Context: an optimization exercise on an open-source flow, tuned for small area. The choices shown serve that exercise and are no tape-out recipe.
At most, simulation tests tie the RTL to the original design; equivalence was not proved.
Only the layout flow was run in run 1; the RTL was not checked for function there.
No activity file was given, so power comes from the tool's default toggle rates.

**design/flow/commit.mem**
```
00001110
00010001
00010001
00010001
00011111
00010001
00010001
00001010
00011110
00010001
00010001
00011110
00010001
00010001
00011110
00001011
00001110
00010001
00010000
00010000
00010000
00010001
00001110
00001100
00001110
00010001
00010011
00010101
00011001
00010001
00001110
00000000
00000100
00001100
00000100
00000100
00000100
00000100
00001110
00000001
00001110
00010001
00000001
00000010
00000100
00001000
00011111
00000010
00011110
00000001
00000001
00001110
00000001
00000001
00011110
00000011
00000000
00000000
00000000
00000000
00000000
00000000
00000000
00000000
```
**design/flow/run.sh**
```bash
#!/bin/bash
# synth_recipe.tcl (not shown) runs the flow's synth.tcl, then flattens the netlist and writes it again
# the make line also repeats each setting of config.mk as NAME=value (left out here)
make -C /OpenROAD-flow-scripts/flow DESIGN_CONFIG=/design/flow/config.mk WORK_HOME=/design/flow/orfs CLKGATE_MAP_FILE= SYNTH_SCRIPT=/design/flow/synth_recipe.tcl finish
```
**design/flow/config.mk**
```make
export PLATFORM = sky130hd
export DESIGN_NAME = pixel_source
export DESIGN_NICKNAME = pixel_source
export VERILOG_FILES = /design/flow/design.v
export SDC_FILE = /design/flow/constraint.sdc
export NUM_CORES = 4
export LEC_CHECK = 0
export CAP_MARGIN = 20
export CORE_MARGIN = 2
export CORE_UTILIZATION = 40
export SLEW_MARGIN = 20
```
**design/flow/constraint.sdc**
```tcl
create_clock -name core_clock -period 5.0 [get_ports {clk}]
set_input_delay 1.0000 -clock core_clock [delete_from_list [all_inputs] [get_ports {clk}]]
set_output_delay 1.0000 -clock core_clock [all_outputs]
set_load 0.01 [all_outputs]
```
**design/flow/design.v**
```verilog
module test_pattern4 (
	input  wire        act,
	input  wire [8:0]  xl,
	input  wire [10:0] y,
	output wire [95:0] rgb
);
	wire [8:0] yh = y[10:2];
	wire [1:0] yl = y[1:0];
	wire y_edge  = ( y == 11'd0 ) || ( y == 11'd1599 );
	wire y_sqh   = ( y == 11'd500 ) || ( y == 11'd1099 );
	wire y_sqin  = ( y >= 11'd500 ) && ( y < 11'd1100 );
	wire x_sqin  = ( xl >= 9'd125 ) && ( xl < 9'd275 );
	wire upper   = ( y <= 11'd1200 );
	wire diag    = ( xl == yh );
	localparam [9:0] AD = 10'd399;
	wire [8:0] ap = xl ^ yh;
	wire [8:0] ag = xl & yh;
	wire [9:0] cneed = { 1'b0, ap ^ AD[8:0] };
	wire [8:0] cmade;
	genvar i;
	generate for( i = 0; i < 9; i = i + 1 ) begin : g_ad
		assign cmade[i] = AD[i] ? ag[i] : ( xl[i] | yh[i] );
	end endgenerate
	wire adiag = ( cneed[0] == 1'b0 ) && ( cmade == cneed[9:1] );
	wire lt57 = xl < 9'd57;
	wire lt114 = xl < 9'd114,  eq114 = xl == 9'd114;
	wire lt171 = xl < 9'd171,  eq171 = xl == 9'd171;
	wire lt228 = xl < 9'd228,  eq228 = xl == 9'd228;
	wire lt285 = xl < 9'd285,  eq285 = xl == 9'd285;
	wire lt342 = xl < 9'd342,  eq342 = xl == 9'd342;
	wire lt66  = xl < 9'd66,   eq66  = xl == 9'd66;
	wire lt133 = xl < 9'd133,  eq133 = xl == 9'd133;
	wire lt200 = xl < 9'd200;
	wire lt266 = xl < 9'd266,  eq266 = xl == 9'd266;
	wire lt333 = xl < 9'd333,  eq333 = xl == 9'd333;
	wire wcom = y_edge || ( y_sqh && x_sqin );
	generate for( i = 0; i < 4; i = i + 1 ) begin : g_pix
		localparam [1:0] K = i;
		wire white = wcom ||
		             ( K == 2'd0 && ( xl == 9'd0 || ( xl == 9'd125 && y_sqin ) ) ) ||
		             ( K == 2'd3 && ( xl == 9'd399 || ( xl == 9'd274 && y_sqin ) ) ) ||
		             ( diag && yl == K ) || ( adiag && yl == ~K );
		wire t1 = !( lt57 );
		wire t2 = !( lt114 || ( eq114 && K < 1 ) );
		wire t3 = !( lt171 || ( eq171 && K < 1 ) );
		wire t4 = !( lt228 || ( eq228 && K < 2 ) );
		wire t5 = !( lt285 || ( eq285 && K < 2 ) );
		wire t6 = !( lt342 || ( eq342 && K < 3 ) );
		wire s1 = !( lt66  || ( eq66  && K < 2 ) );
		wire s2 = !( lt133 || ( eq133 && K < 1 ) );
		wire s3 = !( lt200 );
		wire s4 = !( lt266 || ( eq266 && K < 2 ) );
		wire s5 = !( lt333 || ( eq333 && K < 1 ) );
		wire ron = !t2 || ( t4 && !t6 );
		wire gon = !t4;
		wire bon = !t1 || ( t2 && !t3 ) || ( t4 && !t5 ) || t6;
		wire l1 = s1 && !s2;
		wire r7 = upper ? ron : l1;
		wire g7 = upper ? gon : l1;
		wire b7 = upper ? bon : l1;
		wire b6 = upper ? bon : !s3;
		wire r5 = !upper && s1 && !s3;
		wire r4 = !upper && s1 && !s5;
		wire r3 = !upper && ( l1 || ( s3 && !s4 ) || s5 );
		wire r2 = !upper && ( l1 || ( s3 && !s4 ) );
		wire r1 = !upper && ( ( s1 && !s3 ) || ( s4 && !s5 ) );
		wire r0 = !upper && ( l1 || s3 );
		wire g5 = !upper && !s2;
		wire g4 = !upper && ( l1 || ( s3 && !s5 ) );
		wire g1 = !upper && ( l1 || ( s4 && !s5 ) );
		wire g0 = !upper && ( !s2 || s3 );
		wire b3 = !upper && ( !s4 || s5 );
		wire b2 = !upper && ( !s2 || ( s3 && !s4 ) );
		wire [7:0] r = { r7, r7, r5, r4, r3, r2, r1, r0 };
		wire [7:0] g = { g7, g7, g5, g4, r3, r2, g1, g0 };
		wire [7:0] b = { b7, b6, r5, g4, b3, b2, r1, r0 };
		assign rgb[24*i+23:24*i] = {24{ act }} & ( {24{ white }} | { b, g, r } );
	end endgenerate
endmodule
module pixel_source (
	clk,
	reset,
	vsync,
	hsync,
	active,
	rgb,
	ovl,
	led0
	);
	input wire clk;
	input wire reset;
	input wire vsync, hsync, active;
	output wire [95:0] rgb;
	output wire [3:0] ovl;
	output wire led0;
	reg a1, a2, a3, h1, h2, v1, v2, r1;
	always @(posedge clk) begin
		a1 <= active;
		a2 <= a1;
		a3 <= a2;
		h1 <= hsync;
		h2 <= h1;
		v1 <= vsync;
		v2 <= v1;
		r1 <= reset;
	end
	reg [10:0] y2;
	wire inc_m1 = a3 & ~a2;
	wire inc_0  = a2 & ~a1;
	wire [11:0] yp;
	prefix_and #( 11 ) i_yp( .x( y2 ), .p( yp ) );
	wire [10:0] ym1 = v2 ? 11'd0 : y2 ^ ( { 11{ inc_m1 } } & yp[10:0] );
	wire [10:0] y0  = v1 ? 11'd0 :
	                  v2 ? { 10'd0, inc_0 } : y2 ^ ( { 11{ inc_m1 | inc_0 } } & yp[10:0] );
	always @(posedge clk) y2 <= ym1;
	reg [8:0] px2;
	wire [9:0] pxp;
	prefix_and #( 9 ) i_pxp( .x( px2 ), .p( pxp ) );
	always @(posedge clk)
		px2 <= h2 ? 9'd0 : px2 ^ ( { 9{ a2 & a3 } } & pxp[8:0] );
	test_pattern4 i_test_pat( .act( a3 ), .xl( px2 ), .y( y2 ), .rgb( rgb ) );
	reg [10:0] x1;
	wire [11:0] xp;
	prefix_and #( 11 ) i_xp( .x( x1 ), .p( xp ) );
	wire [10:0] x0 = h1 ? 11'd0 : x1 ^ ( { 11{ a1 } } & xp[10:0] );
	always @(posedge clk) x1 <= x0;
	reg [31:0] cc1;
	wire [32:0] ct;
	prefix_and #( 32 ) i_ccp( .x( cc1 ), .p( ct ) );
	wire [31:0] cc0 = ~{ 32{ r1 } } & ( cc1 ^ ct[31:0] );
	always @(posedge clk) cc1 <= cc0;
	reg [31:0] frame_count;
	wire [32:0] ft;
	prefix_and #( 32 ) i_fcp( .x( frame_count ), .p( ft ) );
	always @(posedge clk)
		frame_count <= ~{ 32{ reset } } & ( frame_count ^ ( { 32{ vsync } } & ft[31:0] ) );
	reg [7:0] commit_rom [63:0];
	initial $readmemb("commit.mem", commit_rom );
	wire win_m1 = ( ym1[10:4] == 7'd50 ) && ( x1[10:4] == 7'd1 );
	wire [5:0] raddr = win_m1 ? { x1[3:1], ym1[3:1] } : { cc1[29:27], 3'b111 };
	wire [7:0] rdata = commit_rom[ raddr ];
	function [4:0] font;
		input [3:0] d;
		input [2:0] r;
		begin
			case ( { d, r } )
			7'h00: font = 5'b01110;
			7'h01: font = 5'b10001;
			7'h02: font = 5'b10011;
			7'h03: font = 5'b10101;
			7'h04: font = 5'b11001;
			7'h05: font = 5'b10001;
			7'h06: font = 5'b01110;
			7'h07: font = 5'b00000;
			7'h08: font = 5'b00100;
			7'h09: font = 5'b01100;
			7'h0a: font = 5'b00100;
			7'h0b: font = 5'b00100;
			7'h0c: font = 5'b00100;
			7'h0d: font = 5'b00100;
			7'h0e: font = 5'b01110;
			7'h0f: font = 5'b00000;
			7'h10: font = 5'b01110;
			7'h11: font = 5'b10001;
			7'h12: font = 5'b00001;
			7'h13: font = 5'b00010;
			7'h14: font = 5'b00100;
			7'h15: font = 5'b01000;
			7'h16: font = 5'b11111;
			7'h17: font = 5'b00000;
			7'h18: font = 5'b11110;
			7'h19: font = 5'b00001;
			7'h1a: font = 5'b00001;
			7'h1b: font = 5'b01110;
			7'h1c: font = 5'b00001;
			7'h1d: font = 5'b00001;
			7'h1e: font = 5'b11110;
			7'h1f: font = 5'b00000;
			7'h20: font = 5'b10001;
			7'h21: font = 5'b10001;
			7'h22: font = 5'b10001;
			7'h23: font = 5'b11111;
			7'h24: font = 5'b00001;
			7'h25: font = 5'b00001;
			7'h26: font = 5'b00001;
			7'h27: font = 5'b00000;
			7'h28: font = 5'b11111;
			7'h29: font = 5'b10000;
			7'h2a: font = 5'b10000;
			7'h2b: font = 5'b11110;
			7'h2c: font = 5'b00001;
			7'h2d: font = 5'b00001;
			7'h2e: font = 5'b11110;
			7'h2f: font = 5'b00000;
			7'h30: font = 5'b01110;
			7'h31: font = 5'b10001;
			7'h32: font = 5'b10000;
			7'h33: font = 5'b11110;
			7'h34: font = 5'b10001;
			7'h35: font = 5'b10001;
			7'h36: font = 5'b01110;
			7'h37: font = 5'b00000;
			7'h38: font = 5'b11111;
			7'h39: font = 5'b00001;
			7'h3a: font = 5'b00001;
			7'h3b: font = 5'b00010;
			7'h3c: font = 5'b00100;
			7'h3d: font = 5'b00100;
			7'h3e: font = 5'b00100;
			7'h3f: font = 5'b00000;
			7'h40: font = 5'b01110;
			7'h41: font = 5'b10001;
			7'h42: font = 5'b10001;
			7'h43: font = 5'b01110;
			7'h44: font = 5'b10001;
			7'h45: font = 5'b10001;
			7'h46: font = 5'b01110;
			7'h47: font = 5'b00000;
			7'h48: font = 5'b01110;
			7'h49: font = 5'b10001;
			7'h4a: font = 5'b10001;
			7'h4b: font = 5'b01111;
			7'h4c: font = 5'b00001;
			7'h4d: font = 5'b10001;
			7'h4e: font = 5'b01110;
			7'h4f: font = 5'b00000;
			7'h50: font = 5'b01110;
			7'h51: font = 5'b10001;
			7'h52: font = 5'b10001;
			7'h53: font = 5'b10001;
			7'h54: font = 5'b11111;
			7'h55: font = 5'b10001;
			7'h56: font = 5'b10001;
			7'h57: font = 5'b00000;
			7'h58: font = 5'b11110;
			7'h59: font = 5'b10001;
			7'h5a: font = 5'b10001;
			7'h5b: font = 5'b11110;
			7'h5c: font = 5'b10001;
			7'h5d: font = 5'b10001;
			7'h5e: font = 5'b11110;
			7'h5f: font = 5'b00000;
			7'h60: font = 5'b01110;
			7'h61: font = 5'b10001;
			7'h62: font = 5'b10000;
			7'h63: font = 5'b10000;
			7'h64: font = 5'b10000;
			7'h65: font = 5'b10001;
			7'h66: font = 5'b01110;
			7'h67: font = 5'b00000;
			7'h68: font = 5'b11110;
			7'h69: font = 5'b10001;
			7'h6a: font = 5'b10001;
			7'h6b: font = 5'b10001;
			7'h6c: font = 5'b10001;
			7'h6d: font = 5'b10001;
			7'h6e: font = 5'b11110;
			7'h6f: font = 5'b00000;
			7'h70: font = 5'b11111;
			7'h71: font = 5'b10000;
			7'h72: font = 5'b10000;
			7'h73: font = 5'b11110;
			7'h74: font = 5'b10000;
			7'h75: font = 5'b10000;
			7'h76: font = 5'b11111;
			7'h77: font = 5'b00000;
			7'h78: font = 5'b11111;
			7'h79: font = 5'b10000;
			7'h7a: font = 5'b10000;
			7'h7b: font = 5'b11110;
			7'h7c: font = 5'b10000;
			7'h7d: font = 5'b10000;
			7'h7e: font = 5'b10000;
			7'h7f: font = 5'b00000;
			default: font = 5'b00000;
			endcase
		end
	endfunction
	wire [7:0] cx = x0[8:1];
	wire [6:0] cy = y0[10:4];
	wire hexwin = ( cx >= 8'd90 ) && ( cx <= 8'd97 ) && ( cy == 7'd4 || cy == 7'd6 );
	wire [31:0] num = ( cy[1] ) ? cc0 : frame_count;
	wire [2:0] nsel = 3'd1 - cx[2:0];
	wire [3:0] digit = num[ nsel*4 +: 4 ];
	wire [4:0] hglyph = font( digit, ym1[3:1] );
	wire [4:0] hg = hexwin ? hglyph : 5'd0;
	wire cwin = win_m1 && ( y0[3:1] != 3'b111 );
	wire [4:0] cg = cwin ? rdata[4:0] : 5'd0;
	reg [3:0] oreg;
	always @(posedge clk)
		oreg <= x1[0] ? ( { cg[1], cg[0], cg[0], 1'b0 } | { hg[4], hg[4], hg[3], hg[2] } )
		              : ( { cg[4], cg[4], cg[3], cg[2] } | { hg[1], hg[0], hg[0], 1'b0 } );
	assign ovl = oreg;
	wire [29:0] bcnt = cc0[29:0];
	assign led0 = ( bcnt[29:27] == 3'd7 ) ? 1'b0 :
	              ( bcnt[24:22] == 3'd0 ) ? 1'b1 :
	              ( bcnt[24:22] == 3'd2 ) ? 1'b1 :
	              ( bcnt[24:22] != 3'd1 ) ? 1'b0 :
	              ( bcnt[26:25] == 2'd0 ) ? rdata[3] :
	              ( bcnt[26:25] == 2'd1 ) ? rdata[2] :
	              ( bcnt[26:25] == 2'd2 ) ? rdata[1] :
	                                        rdata[0] ;
endmodule
module prefix_and #( parameter N = 32 ) ( input wire [N-1:0] x, output wire [N:0] p );
	localparam G = ( N + 3 ) / 4;
	wire [4*G-1:0] xx = { { ( 4*G - N ){ 1'b1 } }, x };
	wire [G:0] gp;
	assign gp[0] = 1'b1;
	wire [4*G:0] pp;
	genvar j;
	generate for( j = 0; j < G; j = j + 1 ) begin : g_grp
		assign gp[j+1] = gp[j] & ( &xx[4*j+3:4*j] );
		assign pp[4*j]   = gp[j];
		assign pp[4*j+1] = gp[j] & xx[4*j];
		assign pp[4*j+2] = gp[j] & ( &xx[4*j+1:4*j] );
		assign pp[4*j+3] = gp[j] & ( &xx[4*j+2:4*j] );
	end endgenerate
	assign pp[4*G] = gp[G];
	assign p = pp[N:0];
endmodule
```
==> results_tabular.tex, run 1 <==
\begin{tabular}{lr}
\hline
Metric & Value \\
\hline
\multicolumn{2}{l}{\textbf{Run status}} \\
Result of the run & complete, no violations \\
\multicolumn{2}{l}{\textbf{Pwr}} \\
P\_sw & 0.608 mW \\
Post-route total power & 2.03 mW \\
Sw Share & 30.0\% \\
Relative contribution of sequential cells to total power & 43.8\% \\
Clock share of power & 37.5\% \\
Internal power summed over all cells & 1.42 mW \\
Worst supply voltage drop on vdd & 0.154 mV \\
Combinational fraction of design power & 18.7\% \\
Power density normalized to cell area & 193 mW/mm2 \\
Leak Pwr & 4.05 nW \\
\multicolumn{2}{l}{\textbf{Synth}} \\
Most area-consuming cells after synthesis & sky130\_fd\_sc\_hd\_\_dfxtp\_1 25\%, sky130\_fd\_sc\_hd\_\_nor2\_1 5.8\%, sky130\_fd\_sc\_hd\_\_nand2\_1 5.7\% \\
Post-synthesis async set-or-reset flop share & 0\% \\
Distinct cell type count after synthesis & 80 \\
Post-Synthesis Mean Instance Area & 7.47 um2 \\
Sequential fraction of the synthesis area & 25.2\% \\
Number of flops mapped to enable cells by yosys & 0 \\
Synthesized-area fraction occupied by xor and xnor cells & 7.72\% \\
Compound-Gate Fraction of Synth Area & 21.4\% \\
Number of synthesized register bits & 107 \\
YS warnings & 1 \\
Primary flip-flop cell chosen by synthesis mapping & sky130\_fd\_sc\_hd\_\_dfxtp\_1 \\
Leading area contributor after synthesis & sky130\_fd\_sc\_hd\_\_dfxtp\_1 \\
Net Count, Synth & 1,179 \\
Area fraction of the dominant cell type after synthesis & 25.2\% \\
Most common library cells after synthesis & 132 x sky130\_fd\_sc\_hd\_\_nor2\_1, 129 x sky130\_fd\_sc\_hd\_\_nand2\_1, 107 x sky130\_fd\_sc\_hd\_\_dfxtp\_1 \\
Cells after Synth & 1,138 \\
Simple-gate area share of the yosys netlist & 28.8\% \\
Most repeated cell in the gate-level netlist after synthesis & sky130\_fd\_sc\_hd\_\_nor2\_1 \\
Main combinational cell family by area after synthesis & simple AND/OR/NAND/NOR gates \\
Post-synthesis cell area & 0.00851 mm2 \\
Multiplexer share of the synthesized area & 3.69\% \\
Adder-cell share of the synthesized area & 5.30\% \\
\multicolumn{2}{l}{\textbf{GRT}} \\
Initial antenna violation count & 0 \\
Via count of the first global-routing pass & 8,079 \\
Maximum number of pins on one net before global-route repair & 35 \\
Final global-route overflow total & 0 \\
GRT Util Overall & 23.1\% \\
Wire length of the first global-routing pass & 42,200 um \\
\multicolumn{2}{l}{\textbf{Final layout}} \\
Antenna Diode Count & 0 \\
NumNets Final & 1,276 \\
Final cell count without fillers & 1,515 \\
Final instance area & 0.0105 mm2 \\
Layout overhead on the synthesized area & 23.3\% \\
Filler instances & 2,089 \\
Proportion of layout cells with a drive suffix above 1 & 13.3\% \\
\multicolumn{2}{l}{\textbf{Placed design}} \\
Final HPWL DP & 19,600 um \\
Count of placed standard cells including taps & 1,482 \\
Placer Congestion & 0.905 \\
Worst setup slack before clock tree synthesis & -0.0712 ns \\
Quantity of I/O buffers inserted on ports & 105 \\
Standard cell area after detailed placement & 0.00983 mm2 \\
\multicolumn{2}{l}{\textbf{STA}} \\
Setup-failing EPs final & 0 \\
Transition at the pin with the smallest max-transition slack & 0.805 ns \\
Final worst setup slack & 0.0694 ns \\
Max-slew violation total from the final report & 0 \\
Final worst path period need & 4.93 ns \\
Highest clock frequency the design can meet & 0.203 GHz \\
Total count of hold-check failures in the final report & 0 \\
Unrepaired setup endpoints after global routing & yes \\
Period utilization & 98.6\% \\
Setup Skew & 0.0135 ns \\
Relative slew slack & 46.3\% \\
Final worst hold slack & 0.443 ns \\
\multicolumn{2}{l}{\textbf{CTS}} \\
Clock tree from TritonCTS & built \\
Clock Sink Count & 107 \\
CTS Buf Count & 9 \\
Clock latency on the worst-skew pair & 0.37 ns \\
Maximum buffer depth of the clock tree & 2 \\
CTS root buffer & sky130\_fd\_sc\_hd\_\_clkbuf\_16 \\
Register clock-pin slew on the reported worst setup and hold paths & 0.08 ns \\
Number of H-tree levels & 3 \\
\multicolumn{2}{l}{\textbf{Setup path}} \\
Kind of critical path & reg2out \\
CP Data Required Time & 4.00 ns \\
Register-to-register setup slack & 0.32 ns \\
Reg-to-Reg Start & cc1[0] \\
Worst Path Arrival & 3.93 ns \\
Kind of start point of the critical path & register \\
Launching instance or port of the critical path & a2 \\
Top fanout value on the critical path & 7 \\
Crit end category & output port \\
\multicolumn{2}{l}{\textbf{Routing}} \\
Detailed-route wire length per cell & 17.2 um \\
Iteration count of the initial detailed-routing pass & 5 \\
Initial drt markers & 719 \\
Vias per inst & 5.72 \\
Number of remaining DRC errors & 0 \\
Number of antenna-violating nets in the routed design & 0 \\
DR vias & 8,664 \\
Drt total wl & 26,100 um \\
\multicolumn{2}{l}{\textbf{Floorplan}} \\
Core outline area & 0.0210 mm2 \\
Ports & 106 \\
Initial core utilization & 40.6\% \\
Total die area & 0.0224 mm2 \\
Die boundary height & 150 um \\
Number of core rows & 53 \\
Width of the die & 150 um \\
\multicolumn{2}{l}{\textbf{Worst hold path}} \\
Path type of the worst min-delay path & reg2reg \\
Hold Startpoint & v1 \\
\multicolumn{2}{l}{\textbf{Run}} \\
Max-capacitance violation count & 0 \\
\hline
\end{tabular}
## layout by cell type, fill, tap and decap left out, types with 9 or more instances in the layout
| cell type | count |
|---|---|
| sky130_fd_sc_hd__and3_1 | 18 |
| sky130_fd_sc_hd__and4_1 | 16 |
| sky130_fd_sc_hd__a22oi_1 | 9 |
| sky130_fd_sc_hd__and2_1 | 19 |
| sky130_fd_sc_hd__clkbuf_16 | 9 |
| sky130_fd_sc_hd__nor4_1 | 13 |
| sky130_fd_sc_hd__clkdlybuf4s50_1 | 104 |
| sky130_fd_sc_hd__mux2i_1 | 19 |
| sky130_fd_sc_hd__inv_1 | 38 |
| sky130_fd_sc_hd__nand2b_1 | 17 |
| sky130_fd_sc_hd__nor3_1 | 27 |
| sky130_fd_sc_hd__nand4_1 | 22 |
| sky130_fd_sc_hd__nand3_1 | 35 |
| sky130_fd_sc_hd__xor2_1 | 29 |
| sky130_fd_sc_hd__ha_1 | 32 |
| sky130_fd_sc_hd__a211oi_1 | 16 |
| sky130_fd_sc_hd__nor2b_1 | 21 |
| sky130_fd_sc_hd__nor2_1 | 131 |
| sky130_fd_sc_hd__a21oi_1 | 37 |
| sky130_fd_sc_hd__dfxtp_1 | 106 |
| sky130_fd_sc_hd__xnor2_1 | 46 |
| sky130_fd_sc_hd__buf_4 | 75 |
| sky130_fd_sc_hd__or3_1 | 12 |
| sky130_fd_sc_hd__nand2_1 | 127 |
| sky130_fd_sc_hd__o21ai_0 | 54 |
## layer usage
metal	up-vias	GRT usage (%)	share of wire, %
li1	4252	-	-
met1	4104	30.6	45
met2	271	39.5	48
met3	37	2.93	4.9
met4	0	6.37	1.6
met5	-	0	0
## cells by family after synthesis
family | after synthesis
adder cells (fa/ha/maj) | 36
AND/OR/NAND/NOR | 494
flip-flops | 107
multiplexers | 28
buffers and inverters | 138
AO/OA/AOI/OAI | 260
XOR/XNOR | 75
## power groups by stage
stage / logic [mW] / registers [mW] / clock network (mW)
CTS: 0.380 / 0.887 / 0.777
detailed placement: 0.378 / 0.907 / 0
floorplan: 0.219 / 0.894 / 0
finish: 0.380 / 0.888 / 0.760
global route: 0.410 / 0.890 / 0.813
global placement: 0.378 / 0.907 / 0
## worst max-delay path, stage by stage, from the launching register on
cell                       delay, ns
sky130_fd_sc_hd__dfxtp_2        0.32
sky130_fd_sc_hd__nand4b_1       0.19
sky130_fd_sc_hd__buf_4          0.18
sky130_fd_sc_hd__or4_4          0.50
sky130_fd_sc_hd__a221oi_4       0.30
sky130_fd_sc_hd__and4b_2        0.36
sky130_fd_sc_hd__nand2_4        0.09
sky130_fd_sc_hd__ha_4           0.27
sky130_fd_sc_hd__buf_4          0.15
sky130_fd_sc_hd__nand3_1        0.08
sky130_fd_sc_hd__a22oi_1        0.23
sky130_fd_sc_hd__a221oi_2       0.06
sky130_fd_sc_hd__a41o_1         0.25
sky130_fd_sc_hd__o221ai_2       0.18
sky130_fd_sc_hd__o21ai_1        0.09
sky130_fd_sc_hd__a21boi_1       0.16
sky130_fd_sc_hd__buf_2          0.14
## layout make-up
| type | instances | area [um2] | area share, % |
|---|---|---|---|
| Inverter | 43 | 161 | 1.54 |
| Tap cell | 275 | 344 | 3.28 |
| Clock buffer | 9 | 225 | 2.15 |
| Multi-Input combinational cell | 893 | 5900 | 56.2 |
| Timing Repair Buffer | 181 | 1620 | 15.4 |
| Sequential cell | 107 | 2140 | 20.4 |
| Clock inverter | 7 | 96.3 | 0.919 |
## sequential cells by signal (all words and copies together), names as in the netlist, 4 cells and up
name	cells
cc1	32
frame_count	32
x1	11
y2	11
px2	9
oreg	4
## per-stage QoR
stage	TNS, ns	utilization (%)
floorplan	0	-
global placement	-0.0106	46.9
detailed placement	-0.0712	46.9
CTS	0	48.9
global route	-0.146	50.0
finish	0	50.0
## repair_timing
item	in CTS	in global routing
pin swaps	6	15
hold buffers	0	0
resized for setup	12	41
buffers inserted	9	8
endpoints found under the setup margin	1	27
## worst paths after layout
check | depth (start not counted) | end
hold / removal | 0 | v2
setup / recovery | 16 | led0
hold reg to reg | 0 | v2
setup reg to reg | 18 | oreg[2]
==> inputs of run 2 (changes only) <==
--- a/design/flow/design.v
+++ b/design/flow/design.v
@@ -93,7 +93,7 @@
 	output wire [95:0] rgb;
 	output wire [3:0] ovl;
 	output wire led0;
-	reg a1, a2, a3, h1, h2, v1, v2, r1;
+	reg a1, a2, a3, h1, h2, v1, v2;
 	always @(posedge clk) begin
 		a1 <= active;
 		a2 <= a1;
@@ -102,7 +102,6 @@
 		h2 <= h1;
 		v1 <= vsync;
 		v2 <= v1;
-		r1 <= reset;
 	end
 	reg [10:0] y2;
 	wire inc_m1 = a3 & ~a2;
@@ -119,16 +118,18 @@
 	always @(posedge clk)
 		px2 <= h2 ? 9'd0 : px2 ^ ( { 9{ a2 & a3 } } & pxp[8:0] );
 	test_pattern4 i_test_pat( .act( a3 ), .xl( px2 ), .y( y2 ), .rgb( rgb ) );
-	reg [10:0] x1;
+	reg [10:0] x;
 	wire [11:0] xp;
-	prefix_and #( 11 ) i_xp( .x( x1 ), .p( xp ) );
-	wire [10:0] x0 = h1 ? 11'd0 : x1 ^ ( { 11{ a1 } } & xp[10:0] );
-	always @(posedge clk) x1 <= x0;
-	reg [31:0] cc1;
+	prefix_and #( 11 ) i_xp( .x( x ), .p( xp ) );
+	always @(posedge clk)
+		x <= hsync ? 11'd0 : x ^ ( { 11{ active } } & xp[10:0] );
+	reg del_x0;
+	always @(posedge clk) del_x0 <= x[0];
+	reg [31:0] clk_count;
 	wire [32:0] ct;
-	prefix_and #( 32 ) i_ccp( .x( cc1 ), .p( ct ) );
-	wire [31:0] cc0 = ~{ 32{ r1 } } & ( cc1 ^ ct[31:0] );
-	always @(posedge clk) cc1 <= cc0;
+	prefix_and #( 32 ) i_ccp( .x( clk_count ), .p( ct ) );
+	always @(posedge clk)
+		clk_count <= ~{ 32{ reset } } & ( clk_count ^ ct[31:0] );
 	reg [31:0] frame_count;
 	wire [32:0] ft;
 	prefix_and #( 32 ) i_fcp( .x( frame_count ), .p( ft ) );
@@ -136,9 +137,15 @@
 		frame_count <= ~{ 32{ reset } } & ( frame_count ^ ( { 32{ vsync } } & ft[31:0] ) );
 	reg [7:0] commit_rom [63:0];
 	initial $readmemb("commit.mem", commit_rom );
-	wire win_m1 = ( ym1[10:4] == 7'd50 ) && ( x1[10:4] == 7'd1 );
-	wire [5:0] raddr = win_m1 ? { x1[3:1], ym1[3:1] } : { cc1[29:27], 3'b111 };
-	wire [7:0] rdata = commit_rom[ raddr ];
+	wire window = ( y0[10:4] == 7'd50 ) && ( x[10:4] == 7'd1 );
+	wire [5:0] raddr = window ? { x[3:1], y0[3:1] } : { clk_count[29:27], 3'b111 };
+	wire [7:0] rom_q = commit_rom[ raddr ];
+	reg [4:0] rdata;
+	reg del_window;
+	always @(posedge clk) begin
+		rdata <= rom_q[4:0];
+		del_window <= window;
+	end
 	function [4:0] font;
 		input [3:0] d;
 		input [2:0] r;
@@ -276,22 +283,22 @@
 			endcase
 		end
 	endfunction
-	wire [7:0] cx = x0[8:1];
+	wire [7:0] cx = x[8:1];
 	wire [6:0] cy = y0[10:4];
 	wire hexwin = ( cx >= 8'd90 ) && ( cx <= 8'd97 ) && ( cy == 7'd4 || cy == 7'd6 );
-	wire [31:0] num = ( cy[1] ) ? cc0 : frame_count;
+	wire [31:0] num = ( cy[1] ) ? clk_count : frame_count;
 	wire [2:0] nsel = 3'd1 - cx[2:0];
 	wire [3:0] digit = num[ nsel*4 +: 4 ];
 	wire [4:0] hglyph = font( digit, ym1[3:1] );
 	wire [4:0] hg = hexwin ? hglyph : 5'd0;
-	wire cwin = win_m1 && ( y0[3:1] != 3'b111 );
-	wire [4:0] cg = cwin ? rdata[4:0] : 5'd0;
+	wire cwin = del_window && ( y0[3:1] != 3'b111 );
+	wire [4:0] cg = cwin ? rdata : 5'd0;
 	reg [3:0] oreg;
 	always @(posedge clk)
-		oreg <= x1[0] ? ( { cg[1], cg[0], cg[0], 1'b0 } | { hg[4], hg[4], hg[3], hg[2] } )
-		              : ( { cg[4], cg[4], cg[3], cg[2] } | { hg[1], hg[0], hg[0], 1'b0 } );
+		oreg <= del_x0 ? ( { cg[1], cg[0], cg[0], 1'b0 } | { hg[4], hg[4], hg[3], hg[2] } )
+		               : ( { cg[4], cg[4], cg[3], cg[2] } | { hg[1], hg[0], hg[0], 1'b0 } );
 	assign ovl = oreg;
-	wire [29:0] bcnt = cc0[29:0];
+	wire [29:0] bcnt = clk_count[29:0];
 	assign led0 = ( bcnt[29:27] == 3'd7 ) ? 1'b0 :
 	              ( bcnt[24:22] == 3'd0 ) ? 1'b1 :
 	              ( bcnt[24:22] == 3'd2 ) ? 1'b1 :
==> results_tabular.tex, run 2 <==
\begin{tabular}{lr}
\hline
Metric & Value \\
\hline
\multicolumn{2}{l}{\textbf{Synth}} \\
Sequential fraction of the synthesis area & 26.8\% (was 25.2\%) \\
Primary flip-flop cell chosen by synthesis mapping & sky130\_fd\_sc\_hd\_\_dfxtp\_1 (unchanged) \\
Distinct cell type count after synthesis & 80 (unchanged) \\
Net Count, Synth & 1,158 (was 1,179) \\
Number of flops mapped to enable cells by yosys & 0 (unchanged) \\
Cells after Synth & 1,118 (was 1,138) \\
Compound-Gate Fraction of Synth Area & 18.1\% (was 21.4\%) \\
Leading area contributor after synthesis & sky130\_fd\_sc\_hd\_\_dfxtp\_1 (unchanged) \\
Simple-gate area share of the yosys netlist & 27.0\% (was 28.8\%) \\
Most common library cells after synthesis & 145 x sky130\_fd\_sc\_hd\_\_nand2\_1, 133 x sky130\_fd\_sc\_hd\_\_nor2\_1, 113 x sky130\_fd\_sc\_hd\_\_dfxtp\_1 (was 132 x sky130\_fd\_sc\_hd\_\_nor2\_1, 129 x sky130\_fd\_sc\_hd\_\_nand2\_1, 107 x sky130\_fd\_sc\_hd\_\_dfxtp\_1) \\
Synthesized-area fraction occupied by xor and xnor cells & 9.55\% (was 7.72\%) \\
Number of synthesized register bits & 113 (was 107) \\
Post-synthesis async set-or-reset flop share & 0\% (unchanged) \\
Most repeated cell in the gate-level netlist after synthesis & sky130\_fd\_sc\_hd\_\_nand2\_1 (was sky130\_fd\_sc\_hd\_\_nor2\_1) \\
Post-Synthesis Mean Instance Area & 7.54 um2 (was 7.47 um2) \\
Main combinational cell family by area after synthesis & simple AND/OR/NAND/NOR gates (unchanged) \\
YS warnings & 1 (unchanged) \\
Multiplexer share of the synthesized area & 5.19\% (was 3.69\%) \\
Post-synthesis cell area & 0.00843 mm2 (was 0.00851 mm2) \\
Area fraction of the dominant cell type after synthesis & 26.8\% (was 25.2\%) \\
Most area-consuming cells after synthesis & sky130\_fd\_sc\_hd\_\_dfxtp\_1 27\%, sky130\_fd\_sc\_hd\_\_nand2\_1 6.5\%, sky130\_fd\_sc\_hd\_\_xnor2\_1 6.1\% (was sky130\_fd\_sc\_hd\_\_dfxtp\_1 25\%, sky130\_fd\_sc\_hd\_\_nor2\_1 5.8\%, sky130\_fd\_sc\_hd\_\_nand2\_1 5.7\%) \\
Adder-cell share of the synthesized area & 5.19\% (was 5.30\%) \\
\multicolumn{2}{l}{\textbf{CTS}} \\
Hold bufs inserted after CTS & 0 (unchanged) \\
Register clock-pin slew on the reported worst setup and hold paths & 0.05 ns (was 0.08 ns) \\
Resized Gates After CTS & 0 (was 12) \\
Clock tree from TritonCTS & built (unchanged) \\
CTS root buffer & sky130\_fd\_sc\_hd\_\_clkbuf\_16 (unchanged) \\
Number of H-tree levels & 4 (was 3) \\
Clock latency on the worst-skew pair & 0.42 ns (was 0.37 ns) \\
CTS Buf Count & 17 (was 9) \\
Maximum buffer depth of the clock tree & 2 (unchanged) \\
Post-CTS Repair Setup Buffers & 0 (was 9) \\
Clock Sink Count & 113 (was 107) \\
\multicolumn{2}{l}{\textbf{STA}} \\
Transition at the pin with the smallest max-transition slack & 0.710 ns (was 0.805 ns) \\
Period utilization & 93.5\% (was 98.6\%) \\
Setup Skew & 0.0135 ns (about the same) \\
Total count of hold-check failures in the final report & 0 (unchanged) \\
Final worst hold slack & 0.324 ns (was 0.443 ns) \\
Setup-failing EPs final & 0 (unchanged) \\
Highest clock frequency the design can meet & 0.214 GHz (was 0.203 GHz) \\
Final worst setup slack & 0.325 ns (was 0.0694 ns) \\
Relative slew slack & 51.3\% (was 46.3\%) \\
Max-slew violation total from the final report & 0 (unchanged) \\
Final sum of negative setup slack & 0 ns (unchanged) \\
Unrepaired setup endpoints after global routing & no (was yes) \\
Final worst path period need & 4.67 ns (was 4.93 ns) \\
\multicolumn{2}{l}{\textbf{Setup path}} \\
Maximum cell stage delay along the critical path & 0.56 ns (was 0.50 ns) \\
Cells along the critical path & ha\_1 -> xnor2\_1 -> nor4\_1 -> nand4b\_1 -> nor4\_4 -> nand2\_1 -> o211ai\_1 -> nand2\_1 -> a21boi\_1 -> nand2\_1 -> clkdlybuf4s50\_1 (was nand4b\_1 -> buf\_4 -> or4\_4 -> a221oi\_4 -> and4b\_2 -> nand2\_4 -> ha\_4 -> buf\_4 -> nand3\_1 -> a22oi\_1 -> a221oi\_2 -> a41o\_1 -> o221ai\_2 -> o21ai\_1 -> a21boi\_1 -> buf\_2) \\
Number of cells on the worst reg-to-reg path & 12 (was 18) \\
Worst Path Arrival & 3.67 ns (was 3.93 ns) \\
Crit end category & output port (unchanged) \\
Kind of start point of the critical path & register (unchanged) \\
Top fanout value on the critical path & 9 (was 7) \\
Slowest cell on the critical path & sky130\_fd\_sc\_hd\_\_clkdlybuf4s50\_1 (was sky130\_fd\_sc\_hd\_\_or4\_4) \\
Kind of critical path & reg2out (unchanged) \\
Most numerous cell on the critical path & sky130\_fd\_sc\_hd\_\_nand2\_1 (was sky130\_fd\_sc\_hd\_\_buf\_4) \\
CP Data Required Time & 4.00 ns (about the same) \\
\multicolumn{2}{l}{\textbf{Floorplan}} \\
Ports & 106 (unchanged) \\
Core outline area & 0.0209 mm2 (was 0.0210 mm2) \\
Die boundary height & 149 um (was 150 um) \\
Width of the die & 149 um (was 150 um) \\
Initial core utilization & 40.4\% (was 40.6\%) \\
Number of core rows & 53 (unchanged) \\
Total die area & 0.0223 mm2 (was 0.0224 mm2) \\
\multicolumn{2}{l}{\textbf{Worst hold path}} \\
Path type of the worst min-delay path & reg2reg (unchanged) \\
Number of stages on the worst hold path & 0 (unchanged) \\
\multicolumn{2}{l}{\textbf{GRT}} \\
Initial antenna violation count & 0 (unchanged) \\
GRT Util Overall & 21.5\% (was 23.1\%) \\
M1 GR Usage & 27.3\% (was 30.6\%) \\
Wire length of the first global-routing pass & 38,200 um (was 42,200 um) \\
Most Used Layer, Global Route & met2 (unchanged) \\
Via count of the first global-routing pass & 7,338 (was 8,079) \\
Final global-route overflow total & 0 (unchanged) \\
Global Route met2 Usage & 36.8\% (was 39.5\%) \\
Met3 usage in global routing & 3.64\% (was 2.93\%) \\
Maximum number of pins on one net before global-route repair & 66 (was 35) \\
\multicolumn{2}{l}{\textbf{Final layout}} \\
Registers with the highest flip-flop counts & clk\_count x32, frame\_count x32 (was cc1 x32, frame\_count x32) \\
NumNets Final & 1,211 (was 1,276) \\
Most common library cell in the layout ignoring fill and taps & sky130\_fd\_sc\_hd\_\_nand2\_1 (was sky130\_fd\_sc\_hd\_\_nor2\_1) \\
Commonest non-fill, non-tap cells in the layout & 145 x sky130\_fd\_sc\_hd\_\_nand2\_1, 133 x sky130\_fd\_sc\_hd\_\_nor2\_1, 109 x sky130\_fd\_sc\_hd\_\_dfxtp\_1 (was 131 x sky130\_fd\_sc\_hd\_\_nor2\_1, 127 x sky130\_fd\_sc\_hd\_\_nand2\_1, 106 x sky130\_fd\_sc\_hd\_\_dfxtp\_1) \\
Proportion of layout cells with a drive suffix above 1 & 7.61\% (was 13.3\%) \\
Antenna Diode Count & 0 (unchanged) \\
Layout overhead on the synthesized area & 21.2\% (was 23.3\%) \\
Final instance area & 0.0102 mm2 (was 0.0105 mm2) \\
\multicolumn{2}{l}{\textbf{Placed design}} \\
Final HPWL DP & 18,300 um (was 19,600 um) \\
Quantity of I/O buffers inserted on ports & 105 (unchanged) \\
Placer Congestion & 0.890 (was 0.905) \\
Standard cell area after detailed placement & 0.00949 mm2 (was 0.00983 mm2) \\
Worst setup slack before clock tree synthesis & 0.510 ns (was -0.0712 ns) \\
\multicolumn{2}{l}{\textbf{Pwr}} \\
Leak Pwr & 3.89 nW (was 4.05 nW) \\
Power density normalized to cell area & 275 mW/mm2 (was 193 mW/mm2) \\
Post-route total power & 2.81 mW (was 2.03 mW) \\
Worst supply voltage drop on vdd & 0.249 mV (was 0.154 mV) \\
\multicolumn{2}{l}{\textbf{Routing}} \\
Vias per inst & 5.55 (was 5.72) \\
Number of remaining DRC errors & 0 (unchanged) \\
Drt total wl & 23,900 um (was 26,100 um) \\
Detailed-route wire length per cell & 16.4 um (was 17.2 um) \\
Initial drt markers & 603 (was 719) \\
Number of antenna-violating nets in the routed design & 0 (unchanged) \\
DR vias & 8,086 (was 8,664) \\
Iteration count of the initial detailed-routing pass & 7 (was 5) \\
\multicolumn{2}{l}{\textbf{Run}} \\
Max-capacitance violation count & 0 (unchanged) \\
\multicolumn{2}{l}{\textbf{Run status}} \\
Result of the run & complete, no violations (unchanged) \\
\hline
\end{tabular}
## run 2: stage by stage
stage	util, %	instances
2_1_floorplan	-	1118
3_3_place_gp	45.4	1427
3_5_place_dp	45.4	1427
4_1_cts	48.8	1458
5_1_grt	49.0	1458
6_report	49.0	1458
## run 2: cell families after synthesis
| logic type | after synthesis |
|---|---|
| mux | 32 |
| fa+ha+maj | 35 |
| xor+xnor | 92 |
| flops | 113 |
| compound gates | 222 |
| simple gates | 480 |
| buf+inv | 144 |
## run 2: routing by layer
layer | vias up | part of all wire [%] | routed length (um)
met4 | 0 | 2.4 | 572
met2 | 271 | 48 | 11400
li1 | 4007 | - | -
met1 | 3765 | 45 | 10700
met5 | - | 0 | 0
met3 | 43 | 5.3 | 1260
## run 2: critical path, delay by kind of cell, from the launching register on
family                   cells  cell delay, ns
adder cells (fa/ha/maj)      1            0.33
XOR/XNOR                     1            0.15
buffers and inverters        1            0.56
AO/OA/AOI/OAI                2            0.52
flip-flops                   1            0.52
AND/OR/NAND/NOR              6            1.21
## run 2: where the power goes
part	leakage [nW]	internal (mW)	switching, mW
clock network	0.347	1.06	0.427
logic	2.63	0.189	0.199
registers	0.917	0.915	0.0221
## run 2: layout make-up
| class | count | area (um2) |
|---|---|---|
| timing repair buffer | 125 | 1200 |
| tap | 275 | 344 |
| fill | 2058 | 10700 |
| inverter | 53 | 203 |
| clock buffer | 21 | 460 |
| clock inverter | 10 | 254 |
| sequential | 113 | 2270 |
| multi-input combinational | 861 | 5500 |
## run 2: path summary, 6_finish.rpt
check	start	endpoint	slack, ns
max reg2reg	y2[2]	rdata[3]	0.85
min	h1	h2	0.32
max	y2[10]	rgb[26]	0.33
min reg2reg	h1	h2	0.32
==> inputs of run 3 (changes only) <==
--- a/design/flow/design.v
+++ b/design/flow/design.v
@@ -93,7 +93,7 @@
 	output wire [95:0] rgb;
 	output wire [3:0] ovl;
 	output wire led0;
-	reg a1, a2, a3, h1, h2, v1, v2;
+	reg a1, a2, a3, h1, h2, v1, v2, r1;
 	always @(posedge clk) begin
 		a1 <= active;
 		a2 <= a1;
@@ -102,50 +102,43 @@
 		h2 <= h1;
 		v1 <= vsync;
 		v2 <= v1;
+		r1 <= reset;
 	end
 	reg [10:0] y2;
 	wire inc_m1 = a3 & ~a2;
 	wire inc_0  = a2 & ~a1;
-	wire [11:0] yp;
-	prefix_and #( 11 ) i_yp( .x( y2 ), .p( yp ) );
-	wire [10:0] ym1 = v2 ? 11'd0 : y2 ^ ( { 11{ inc_m1 } } & yp[10:0] );
-	wire [10:0] y0  = v1 ? 11'd0 :
-	                  v2 ? { 10'd0, inc_0 } : y2 ^ ( { 11{ inc_m1 | inc_0 } } & yp[10:0] );
+	wire [10:0] ym1 = v2 ? 11'd0 : y2 + { 10'd0, inc_m1 };
+	wire [10:0] y0  = v1 ? 11'd0 : ym1 + { 10'd0, inc_0 };
 	always @(posedge clk) y2 <= ym1;
 	reg [8:0] px2;
-	wire [9:0] pxp;
-	prefix_and #( 9 ) i_pxp( .x( px2 ), .p( pxp ) );
 	always @(posedge clk)
-		px2 <= h2 ? 9'd0 : px2 ^ ( { 9{ a2 & a3 } } & pxp[8:0] );
+		px2 <= h2 ? 9'd0 : ( a2 & a3 ) ? px2 + 9'd1 : px2;
 	test_pattern4 i_test_pat( .act( a3 ), .xl( px2 ), .y( y2 ), .rgb( rgb ) );
-	reg [10:0] x;
-	wire [11:0] xp;
-	prefix_and #( 11 ) i_xp( .x( x ), .p( xp ) );
-	always @(posedge clk)
-		x <= hsync ? 11'd0 : x ^ ( { 11{ active } } & xp[10:0] );
-	reg del_x0;
-	always @(posedge clk) del_x0 <= x[0];
-	reg [31:0] clk_count;
+	reg [10:0] x1;
+	wire [10:0] x0 = h1 ? 11'd0 : a1 ? x1 + 11'd1 : x1;
+	always @(posedge clk) x1 <= x0;
+	reg [31:0] cc1;
 	wire [32:0] ct;
-	prefix_and #( 32 ) i_ccp( .x( clk_count ), .p( ct ) );
-	always @(posedge clk)
-		clk_count <= ~{ 32{ reset } } & ( clk_count ^ ct[31:0] );
+	assign ct[0] = 1'b1;
+	genvar i;
+	generate for( i = 0; i < 32; i = i + 1 ) begin : g_cc
+		assign ct[i+1] = ct[i] & cc1[i];
+	end endgenerate
+	wire [31:0] cc0 = ~{ 32{ r1 } } & ( cc1 ^ ct[31:0] );
+	always @(posedge clk) cc1 <= cc0;
 	reg [31:0] frame_count;
 	wire [32:0] ft;
-	prefix_and #( 32 ) i_fcp( .x( frame_count ), .p( ft ) );
+	assign ft[0] = vsync;
+	generate for( i = 0; i < 32; i = i + 1 ) begin : g_fc
+		assign ft[i+1] = ft[i] & frame_count[i];
+	end endgenerate
 	always @(posedge clk)
-		frame_count <= ~{ 32{ reset } } & ( frame_count ^ ( { 32{ vsync } } & ft[31:0] ) );
+		frame_count <= ~{ 32{ reset } } & ( frame_count ^ ft[31:0] );
 	reg [7:0] commit_rom [63:0];
 	initial $readmemb("commit.mem", commit_rom );
-	wire window = ( y0[10:4] == 7'd50 ) && ( x[10:4] == 7'd1 );
-	wire [5:0] raddr = window ? { x[3:1], y0[3:1] } : { clk_count[29:27], 3'b111 };
-	wire [7:0] rom_q = commit_rom[ raddr ];
-	reg [4:0] rdata;
-	reg del_window;
-	always @(posedge clk) begin
-		rdata <= rom_q[4:0];
-		del_window <= window;
-	end
+	wire win_m1 = ( ym1[10:4] == 7'd50 ) && ( x1[10:4] == 7'd1 );
+	wire [5:0] raddr = win_m1 ? { x1[3:1], ym1[3:1] } : { cc1[29:27], 3'b111 };
+	wire [7:0] rdata = commit_rom[ raddr ];
 	function [4:0] font;
 		input [3:0] d;
 		input [2:0] r;
@@ -283,22 +276,22 @@
 			endcase
 		end
 	endfunction
-	wire [7:0] cx = x[8:1];
+	wire [7:0] cx = x0[8:1];
 	wire [6:0] cy = y0[10:4];
 	wire hexwin = ( cx >= 8'd90 ) && ( cx <= 8'd97 ) && ( cy == 7'd4 || cy == 7'd6 );
-	wire [31:0] num = ( cy[1] ) ? clk_count : frame_count;
+	wire [31:0] num = ( cy[1] ) ? cc0 : frame_count;
 	wire [2:0] nsel = 3'd1 - cx[2:0];
 	wire [3:0] digit = num[ nsel*4 +: 4 ];
 	wire [4:0] hglyph = font( digit, ym1[3:1] );
 	wire [4:0] hg = hexwin ? hglyph : 5'd0;
-	wire cwin = del_window && ( y0[3:1] != 3'b111 );
-	wire [4:0] cg = cwin ? rdata : 5'd0;
+	wire cwin = win_m1 && ( y0[3:1] != 3'b111 );
+	wire [4:0] cg = cwin ? rdata[4:0] : 5'd0;
 	reg [3:0] oreg;
 	always @(posedge clk)
-		oreg <= del_x0 ? ( { cg[1], cg[0], cg[0], 1'b0 } | { hg[4], hg[4], hg[3], hg[2] } )
-		               : ( { cg[4], cg[4], cg[3], cg[2] } | { hg[1], hg[0], hg[0], 1'b0 } );
+		oreg <= x1[0] ? ( { cg[1], cg[0], cg[0], 1'b0 } | { hg[4], hg[4], hg[3], hg[2] } )
+		              : ( { cg[4], cg[4], cg[3], cg[2] } | { hg[1], hg[0], hg[0], 1'b0 } );
 	assign ovl = oreg;
-	wire [29:0] bcnt = clk_count[29:0];
+	wire [29:0] bcnt = cc0[29:0];
 	assign led0 = ( bcnt[29:27] == 3'd7 ) ? 1'b0 :
 	              ( bcnt[24:22] == 3'd0 ) ? 1'b1 :
 	              ( bcnt[24:22] == 3'd2 ) ? 1'b1 :
@@ -308,20 +301,3 @@
 	              ( bcnt[26:25] == 2'd2 ) ? rdata[1] :
 	                                        rdata[0] ;
 endmodule
-module prefix_and #( parameter N = 32 ) ( input wire [N-1:0] x, output wire [N:0] p );
-	localparam G = ( N + 3 ) / 4;
-	wire [4*G-1:0] xx = { { ( 4*G - N ){ 1'b1 } }, x };
-	wire [G:0] gp;
-	assign gp[0] = 1'b1;
-	wire [4*G:0] pp;
-	genvar j;
-	generate for( j = 0; j < G; j = j + 1 ) begin : g_grp
-		assign gp[j+1] = gp[j] & ( &xx[4*j+3:4*j] );
-		assign pp[4*j]   = gp[j];
-		assign pp[4*j+1] = gp[j] & xx[4*j];
-		assign pp[4*j+2] = gp[j] & ( &xx[4*j+1:4*j] );
-		assign pp[4*j+3] = gp[j] & ( &xx[4*j+2:4*j] );
-	end endgenerate
-	assign pp[4*G] = gp[G];
-	assign p = pp[N:0];
-endmodule
==> results_tabular.tex, run 3 <==
\begin{tabular}{lr}
\hline
Metric & Value \\
\hline
\multicolumn{2}{l}{\textbf{Setup path}} \\
Slowest cell on the critical path & sky130\_fd\_sc\_hd\_\_dfxtp\_2 (was sky130\_fd\_sc\_hd\_\_clkdlybuf4s50\_1) \\
CP Data Required Time & 4.00 ns (about the same) \\
Kind of critical path & reg2out (unchanged) \\
Top fanout value on the critical path & 2 (was 9) \\
Number of cells on the worst reg-to-reg path & 39 (was 12) \\
Kind of start point of the critical path & register (unchanged) \\
Worst Path Arrival & 6.07 ns (was 3.67 ns) \\
Maximum cell stage delay along the critical path & 0.34 ns (was 0.56 ns) \\
Crit end category & output port (unchanged) \\
Most numerous cell on the critical path & sky130\_fd\_sc\_hd\_\_ha\_4 (was sky130\_fd\_sc\_hd\_\_nand2\_1) \\
\multicolumn{2}{l}{\textbf{Run status}} \\
Result of the run & failed layout checks (was complete, no violations) \\
SO Faults & negative setup slack \\
\multicolumn{2}{l}{\textbf{CTS}} \\
Register clock-pin slew on the reported worst setup and hold paths & 0.07 ns (was 0.05 ns) \\
CTS Buf Count & 9 (was 17) \\
Clock tree from TritonCTS & built (unchanged) \\
Clock latency on the worst-skew pair & 0.36 ns (was 0.42 ns) \\
Number of H-tree levels & 3 (was 4) \\
CTS root buffer & sky130\_fd\_sc\_hd\_\_clkbuf\_16 (unchanged) \\
Clock Sink Count & 107 (was 113) \\
Maximum buffer depth of the clock tree & 2 (unchanged) \\
Hold bufs inserted after CTS & 0 (unchanged) \\
\multicolumn{2}{l}{\textbf{Floorplan}} \\
Ports & 106 (unchanged) \\
Width of the die & 150 um (was 149 um) \\
Total die area & 0.0226 mm2 (was 0.0223 mm2) \\
Die boundary height & 150 um (was 149 um) \\
Number of core rows & 53 (unchanged) \\
Core outline area & 0.0210 mm2 (was 0.0209 mm2) \\
Initial core utilization & 40.8\% (was 40.4\%) \\
\multicolumn{2}{l}{\textbf{Placed design}} \\
Placer Congestion & 0.951 (was 0.890) \\
Final HPWL DP & 20,900 um (was 18,300 um) \\
Count of placed standard cells including taps & 1,498 (was 1,427) \\
Quantity of I/O buffers inserted on ports & 105 (unchanged) \\
\multicolumn{2}{l}{\textbf{STA}} \\
Period utilization & 141\% (was 93.5\%) \\
Highest clock frequency the design can meet & 0.142 GHz (was 0.214 GHz) \\
Unrepaired setup endpoints after global routing & yes (was no) \\
Final worst setup slack & -2.07 ns (was 0.325 ns) \\
Setup Skew & 0.0117 ns (was 0.0135 ns) \\
Max-slew violation total from the final report & 0 (unchanged) \\
Setup-failing EPs final & 16 (was 0) \\
Relative slew slack & 44.7\% (was 51.3\%) \\
Transition at the pin with the smallest max-transition slack & 0.819 ns (was 0.710 ns) \\
Total count of hold-check failures in the final report & 0 (unchanged) \\
Final worst path period need & 7.07 ns (was 4.67 ns) \\
\multicolumn{2}{l}{\textbf{Worst hold path}} \\
Number of stages on the worst hold path & 1 (was 0) \\
Path type of the worst min-delay path & reg2reg (unchanged) \\
\multicolumn{2}{l}{\textbf{Routing}} \\
Initial drt markers & 383 (was 603) \\
Detailed-route wire length per cell & 17.4 um (was 16.4 um) \\
Vias per inst & 5.52 (was 5.55) \\
DR vias & 8,393 (was 8,086) \\
Number of antenna-violating nets in the routed design & 0 (unchanged) \\
Drt total wl & 26,400 um (was 23,900 um) \\
Number of remaining DRC errors & 0 (unchanged) \\
Iteration count of the initial detailed-routing pass & 8 (was 7) \\
\multicolumn{2}{l}{\textbf{Synth}} \\
YS warnings & 1 (unchanged) \\
Post-Synthesis Mean Instance Area & 8.08 um2 (was 7.54 um2) \\
Post-synthesis cell area & 0.00857 mm2 (was 0.00843 mm2) \\
Sequential fraction of the synthesis area & 25.0\% (was 26.8\%) \\
Most common library cells after synthesis & 107 x sky130\_fd\_sc\_hd\_\_dfxtp\_1, 106 x sky130\_fd\_sc\_hd\_\_nand2\_1, 94 x sky130\_fd\_sc\_hd\_\_nor2\_1 (was 145 x sky130\_fd\_sc\_hd\_\_nand2\_1, 133 x sky130\_fd\_sc\_hd\_\_nor2\_1, 113 x sky130\_fd\_sc\_hd\_\_dfxtp\_1) \\
Number of synthesized register bits & 107 (was 113) \\
Post-synthesis async set-or-reset flop share & 0\% (unchanged) \\
Most repeated cell in the gate-level netlist after synthesis & sky130\_fd\_sc\_hd\_\_dfxtp\_1 (was sky130\_fd\_sc\_hd\_\_nand2\_1) \\
Number of flops mapped to enable cells by yosys & 0 (unchanged) \\
Cells after Synth & 1,061 (was 1,118) \\
Net Count, Synth & 1,155 (was 1,158) \\
Area fraction of the dominant cell type after synthesis & 25.0\% (was 26.8\%) \\
Leading area contributor after synthesis & sky130\_fd\_sc\_hd\_\_dfxtp\_1 (unchanged) \\
Most area-consuming cells after synthesis & sky130\_fd\_sc\_hd\_\_dfxtp\_1 25\%, sky130\_fd\_sc\_hd\_\_ha\_1 13\%, sky130\_fd\_sc\_hd\_\_nor2b\_1 4.7\% (was sky130\_fd\_sc\_hd\_\_dfxtp\_1 27\%, sky130\_fd\_sc\_hd\_\_nand2\_1 6.5\%, sky130\_fd\_sc\_hd\_\_xnor2\_1 6.1\%) \\
Distinct cell type count after synthesis & 92 (was 80) \\
Primary flip-flop cell chosen by synthesis mapping & sky130\_fd\_sc\_hd\_\_dfxtp\_1 (unchanged) \\
\multicolumn{2}{l}{\textbf{GRT}} \\
Initial antenna violation count & 0 (unchanged) \\
Final global-route overflow total & 0 (unchanged) \\
GRT Util Overall & 23.3\% (was 21.5\%) \\
Maximum number of pins on one net before global-route repair & 34 (was 66) \\
Via count of the first global-routing pass & 8,141 (was 7,338) \\
Wire length of the first global-routing pass & 41,800 um (was 38,200 um) \\
\multicolumn{2}{l}{\textbf{Final layout}} \\
Antenna Diode Count & 0 (unchanged) \\
Registers with the highest flip-flop counts & cc1 x32, frame\_count x32 (was clk\_count x32, frame\_count x32) \\
Layout overhead on the synthesized area & 39.2\% (was 21.2\%) \\
Footprint of the multi-input gates & 0.00674 mm2 (was 0.00550 mm2) \\
Filler instances & 1,920 (was 2,058) \\
NumNets Final & 1,334 (was 1,211) \\
Final cell count without fillers & 1,520 (was 1,458) \\
Most common library cell in the layout ignoring fill and taps & sky130\_fd\_sc\_hd\_\_buf\_4 (was sky130\_fd\_sc\_hd\_\_nand2\_1) \\
Commonest non-fill, non-tap cells in the layout & 144 x sky130\_fd\_sc\_hd\_\_buf\_4, 105 x sky130\_fd\_sc\_hd\_\_nand2\_1, 105 x sky130\_fd\_sc\_hd\_\_dfxtp\_1 (was 145 x sky130\_fd\_sc\_hd\_\_nand2\_1, 133 x sky130\_fd\_sc\_hd\_\_nor2\_1, 109 x sky130\_fd\_sc\_hd\_\_dfxtp\_1) \\
Proportion of layout cells with a drive suffix above 1 & 24.4\% (was 7.61\%) \\
Storage cell area & 0.00214 mm2 (was 0.00227 mm2) \\
\multicolumn{2}{l}{\textbf{Pwr}} \\
Post-route total power & 2.06 mW (was 2.81 mW) \\
Power density normalized to cell area & 173 mW/mm2 (was 275 mW/mm2) \\
Leak Pwr & 4.82 nW (was 3.89 nW) \\
Worst supply voltage drop on vdd & 0.165 mV (was 0.249 mV) \\
\multicolumn{2}{l}{\textbf{Run}} \\
Max-capacitance violation count & 0 (unchanged) \\
\hline
\end{tabular}
run 3: cell types whose count changed after synthesis, sizes merged, moves of 10 or more:
cell   before  now
nor2b      22   65
nor2      134   95
and2       14    3
nand3      41   31
ha         35   89
nand2     146  106
xnor2      59   18
a22oi       0   10
xor2       33   16
nor3       23   33
nor4       16    6
run 3: critical path: cells and delay by family (launching register included):
family | cells | cell delay, ns
buf+inv | 1 | 0.18
simple gates | 1 | 0.12
compound gates | 2 | 0.47
fa+ha+maj | 29 | 4.59
flops | 1 | 0.34
run 3: cells by family after synthesis:
family	synth area share [%]
AND/OR/NAND/NOR	24.8
buffers and inverters	8.07
AO/OA/AOI/OAI	20.2
multiplexers	5.33
flip-flops	25.0
adder cells (fa/ha/maj)	13.1
XOR/XNOR	3.47
run 3: per-stage QoR:
step	area (um2)	util (%)	TNS (ns)	worst slack, ns	hold slack (ns)
after floorplan	9390	-	-14.12	-1.77	0.329
after detailed placement	11400	54.1	-24.37	-2.22	0.434
after CTS	11800	56.1	-15.12	-2.11	0.444
final	11900	56.8	-14.60	-2.07	0.445
after global routing	11900	56.8	-16.75	-2.25	0.467
after global placement	11400	54.1	-23.19	-2.17	0.427
run 3: worst paths after layout:
| kind | start | slack, ns | end |
|---|---|---|---|
| worst max register to register | cc1[0] | -2.03 | oreg[3] |
| worst min-delay path | cc1[0] | 0.45 | cc1[0] |
| worst min register to register | cc1[0] | 0.45 | cc1[0] |
| worst max-delay path | cc1[0] | -2.07 | led0 |
run 3: where the power goes:
part,leakage [nW],switching (mW),internal (mW)
Sequential,0.868,0.0204,0.865
Combinational,3.81,0.222,0.227
Clock,0.151,0.360,0.368
Total,4.82,0.603,1.46
run 3: metal layers:
metal / track usage, % / up-vias / share of wire [%] / routed length, um
met1: 29.6 / 3908 / 44 / 11700
met4: 7.55 / 0 / 2.8 / 752
li1: - / 4166 / - / -
met5: 0 / - / 0 / 0
met3: 3.06 / 58 / 5.2 / 1380
met2: 40.5 / 261 / 48 / 12600
run 3: area by class of cell:
class,count,area share [%]
clock inverters,6,0.587
well taps,275,2.88
multi-input cells,820,56.5
inverters,47,1.48
repair buffers,255,18.6
clock buffers,10,2.00
flip-flops and latches,107,18.0
run 3: what timing repair did:
action | 4_1_cts | 5_1_grt
setup buffers | 4 | 4
pin swaps | 38 | 20
setup endpoints to repair | 21 | 17
resized for setup | 30 | 26

what the ideal ports hide:
The results above use ideal ports. As a check the final layouts listed here were re-extracted and re-timed, cells and wires unchanged.
Step 1, drivers: a clkbuf_16 drives clk and a buf_2 each remaining input, both assumed.
Step 2 also shifts input and output timing later by t, the mid clock arrival at the registers, as if the neighbouring blocks saw the same clock.
Three values: no drivers, after step 1, after step 2; two values: the first two.
| run | t, ns | setup WS [ns] | clock arrival spread, ns |
|---|---|---|---|
| run 1 | 0.407 | 0.069 / 0.022 / 0.323 | 0.015 / 0.014 |
| run 2 | 0.454 | 0.325 / 0.280 / 0.734 | 0.014 / 0.014 |
| run 3 | 0.395 | -2.067 / -2.110 / -2.032 | 0.012 / 0.013 |
